Context: an optimization exercise on an open-source flow, tuned for small area. The choices shown serve that exercise and are no tape-out recipe.
Function was checked by simulation only, so behaviour that the tests miss may differ from the original.
Power figures rest on the tool's default switching activity, not on a simulated workload.

==> module fifo, before the edit <==
module fifo (
    input clk, rstn,
    input w_en, r_en,
    input z,                         
    input [7:0] in_data,
    input [7:0] last_out,            
    output [7:0] out_data,
    output full, empty
);
    reg [2:0] wq, rq;
    reg wx, rx;
    reg popped;
    reg [7:0] mem [1:7];
    wire [2:0] wn = {wq[1:0], wq[2] ^ wq[1]};
    wire [2:0] rn = {rq[1:0], rq[2] ^ rq[1]};
    wire same = (wq == rq);
    assign empty = same & (wx == rx);
    assign full  = same & (wx != rx);
    wire wr = w_en & !full;
    wire rd = r_en & !empty;
    wire [7:0] rs = popped ? (8'd1 << rq) : 8'd0;
    wire keep = ~popped & ~z;
    wire [7:0] ws = 8'd1 << wn;
    genvar b;
    generate
        for (b = 0; b < 8; b = b + 1) begin : rdm
            wire g0, g1, g2;
            aoi222 u0 (.a0(mem[1][b]), .s0(rs[1]), .a1(mem[2][b]), .s1(rs[2]), .a2(mem[3][b]), .s2(rs[3]), .y(g0));
            aoi222 u1 (.a0(mem[4][b]), .s0(rs[4]), .a1(mem[5][b]), .s1(rs[5]), .a2(mem[6][b]), .s2(rs[6]), .y(g1));
            assign g2 = ~((mem[7][b] & rs[7]) | (last_out[b] & keep));
            assign out_data[b] = ~(g0 & g1 & g2);
        end
    endgenerate
    always @(posedge clk) begin
        if (!rstn) begin
            wq <= 3'd1; rq <= 3'd1;
            wx <= 1'b0; rx <= 1'b0;
            popped <= 1'b0;
        end else begin
            if (wr) begin wq <= wn; if (wq == 3'd4) wx <= ~wx; end
            if (rd) begin rq <= rn; if (rq == 3'd4) rx <= ~rx; end
            popped <= rd;
        end
    end
    genvar k;
    generate
        for (k = 1; k < 8; k = k + 1) begin : slot
            wire load = wr & ws[k];
            wire [7:0] d;
            hold_mux8 hm (.a(in_data), .sa(load), .b(mem[k]), .sb(~load), .y(d));
            always @(posedge clk) mem[k] <= d;
        end
    endgenerate
endmodule
Settings: LEC_CHECK=0, CAP_MARGIN=20, CORE_MARGIN=2, CORE_UTILIZATION=70, CTS_BUF_LIST=sky130_fd_sc_hd__clkbuf_16, CTS_CLUSTER_DIAMETER=100, CTS_CLUSTER_SIZE=24, SLEW_MARGIN=20, SYNTH_HIERARCHICAL=1, SYNTH_MINIMUM_KEEP_SIZE=0; clock period 10.0 ns.
standard.sh (not shown) runs the stock make flow with config.mk's settings and CLKGATE_MAP_FILE= SYNTH_SCRIPT=/design/flow/synth_recipe.tcl, a recipe that flattens the netlist after the stock synthesis.
==> flow/flow/run.sh <==
#!/bin/bash
# The standard layout (standard.sh) with three changes:
# - synthesis maps the logic with flow/abc.script: synth_recipe.tcl with an
#   abc wrapper (flow/abc_proc.tcl) inserted after its first line; the rest,
#   registers included, is the standard synthesis;
# - port buffers are buf_1 cells;
# - clock tree synthesis without dummy loads (same clustering as config.mk).
# make's output goes to standard.log, each ORFS step's log to orfs/logs/.
set -euo pipefail
export FLOW_ABC_SCRIPT="$PWD/flow/abc.script"
{ head -n 1 synth_recipe.tcl; cat flow/abc_proc.tcl; tail -n +2 synth_recipe.tcl; } > synth_abc.tcl
bash standard.sh SYNTH_SCRIPT="$PWD/synth_abc.tcl" \
  BUFFER_PORTS_ARGS="-buffer_cell sky130_fd_sc_hd__buf_1" \
  CTS_ARGS="-sink_clustering_enable -repair_clock_nets -sink_clustering_size 24 -sink_clustering_max_diameter 100 -buf_list sky130_fd_sc_hd__clkbuf_16 -dont_use_dummy_load" \
  finish > standard.log 2>&1
==> flow/flow/abc.script <==
&get -n
&st
&dch
&nf -R 1000
&st
&syn2
&dch
&nf -R 1000
&st
&synch2
&nf -R 1000
&put
==> flow/flow/abc_proc.tcl <==
# Use this flow's ABC script (area-recovering mapping rounds, without the final
# buffering and gate upsizing of ORFS's speed script) for the technology mapping.
proc abc {args} {
  set i [lsearch -exact $args -script]
  if { $i >= 0 } {
    set args [lreplace $args [expr {$i + 1}] [expr {$i + 1}] $::env(FLOW_ABC_SCRIPT)]
  }
  yosys abc {*}$args
}
Next try:
--- a/flow/design.v
+++ b/flow/design.v
@@ -108,49 +108,46 @@
     input [7:0] last_out,            
     output [7:0] out_data,
     output full, empty
 );
-    reg [2:0] wq, rq;
-    reg wx, rx;
-    reg popped;
-    reg [7:0] mem [1:7];
-    wire [2:0] wn = {wq[1:0], wq[2] ^ wq[1]};
-    wire [2:0] rn = {rq[1:0], rq[2] ^ rq[1]};
-    wire same = (wq == rq);
-    assign empty = same & (wx == rx);
-    assign full  = same & (wx != rx);
+    reg [2:0] n;                     
+    reg popped;                      
+    reg [7:0] mem [0:6];
+    assign full  = (n == 3'd7);
+    assign empty = (n == 3'd0);
     wire wr = w_en & !full;
     wire rd = r_en & !empty;
-    wire [7:0] rs = popped ? (8'd1 << rq) : 8'd0;
+    always @(posedge clk) begin
+        if (!rstn) begin
+            n <= 3'd0;
+            popped <= 1'b0;
+        end else begin
+            if (wr & !rd) n <= n + 3'd1;
+            else if (rd & !wr) n <= n - 3'd1;
+            popped <= rd;
+        end
+    end
+    wire [7:0] rs = popped ? (8'd1 << n) : 8'd0;
     wire keep = ~popped & ~z;
-    wire [7:0] ws = 8'd1 << wn;
     genvar b;
     generate
         for (b = 0; b < 8; b = b + 1) begin : rdm
             wire g0, g1, g2;
-            aoi222 u0 (.a0(mem[1][b]), .s0(rs[1]), .a1(mem[2][b]), .s1(rs[2]), .a2(mem[3][b]), .s2(rs[3]), .y(g0));
-            aoi222 u1 (.a0(mem[4][b]), .s0(rs[4]), .a1(mem[5][b]), .s1(rs[5]), .a2(mem[6][b]), .s2(rs[6]), .y(g1));
-            assign g2 = ~((mem[7][b] & rs[7]) | (last_out[b] & keep));
+            aoi222 u0 (.a0(mem[0][b]), .s0(rs[0]), .a1(mem[1][b]), .s1(rs[1]), .a2(mem[2][b]), .s2(rs[2]), .y(g0));
+            aoi222 u1 (.a0(mem[3][b]), .s0(rs[3]), .a1(mem[4][b]), .s1(rs[4]), .a2(mem[5][b]), .s2(rs[5]), .y(g1));
+            assign g2 = ~((mem[6][b] & rs[6]) | (last_out[b] & keep));
             assign out_data[b] = ~(g0 & g1 & g2);
         end
     endgenerate
-    always @(posedge clk) begin
-        if (!rstn) begin
-            wq <= 3'd1; rq <= 3'd1;
-            wx <= 1'b0; rx <= 1'b0;
-            popped <= 1'b0;
-        end else begin
-            if (wr) begin wq <= wn; if (wq == 3'd4) wx <= ~wx; end
-            if (rd) begin rq <= rn; if (rq == 3'd4) rx <= ~rx; end
-            popped <= rd;
-        end
-    end
     genvar k;
     generate
-        for (k = 1; k < 8; k = k + 1) begin : slot
-            wire load = wr & ws[k];
+        for (k = 0; k < 7; k = k + 1) begin : slot
             wire [7:0] d;
-            hold_mux8 hm (.a(in_data), .sa(load), .b(mem[k]), .sb(~load), .y(d));
+            if (k == 0) begin : first
+                hold_mux8 hm (.a(in_data), .sa(wr), .b(mem[0]), .sb(~wr), .y(d));
+            end else begin : next
+                hold_mux8 hm (.a(mem[k-1]), .sa(wr), .b(mem[k]), .sb(~wr), .y(d));
+            end
             always @(posedge clk) mem[k] <= d;
         end
     endgenerate
 endmodule
Effect: Power came out higher by about 28%. Final area goes down by 3.5%. Via count falls by 4.9%. Sequential share of layout area climbs by 0.10 points. Maximum frequency grows by 4.1%. Clock power came out lower by about 4%. Synthesized area decreases by 3.5%. Combinational power rose to 3.5 times its value. Worst setup slack improved by 0.31 ns. Die area shrinks by 3.4%. Register-to-register slack gets better by 0.10 ns. Routed wire length fell by 4.7%. Global-route usage decreases by 0.41 points. Hold slack is better by 0.049 ns.

-- what the ideal ports hide --
Ports are ideal in the flow. The routed layouts listed here were re-timed in OpenROAD. Step 1 (the two cells are an assumption about what drives the block):
set clk [get_ports {clk}]
set_driving_cell -lib_cell sky130_fd_sc_hd__clkbuf_16 $clk
set_driving_cell -lib_cell sky130_fd_sc_hd__buf_2 [delete_from_list [all_inputs] $clk]
Step 2, shift: input delay + t, output delay - t, t = (earliest + latest rising clock arrival at the registers) / 2. This alone moves slack from input paths to output paths. a / b / c = ideal ports / drivers / drivers and shift; a / b = the first two.
run	t (ns)	setup WS [ns]	cell pins on the clock port's net
the first run	0.860	2.161 / 2.008 / 2.008	1
the second run	0.857	2.470 / 2.313 / 2.313	1
After both steps every run listed still meets setup and hold. The setup slack of the second run, which loses most, moves by -0.157 ns with the drivers and by -0.157 ns with both steps.
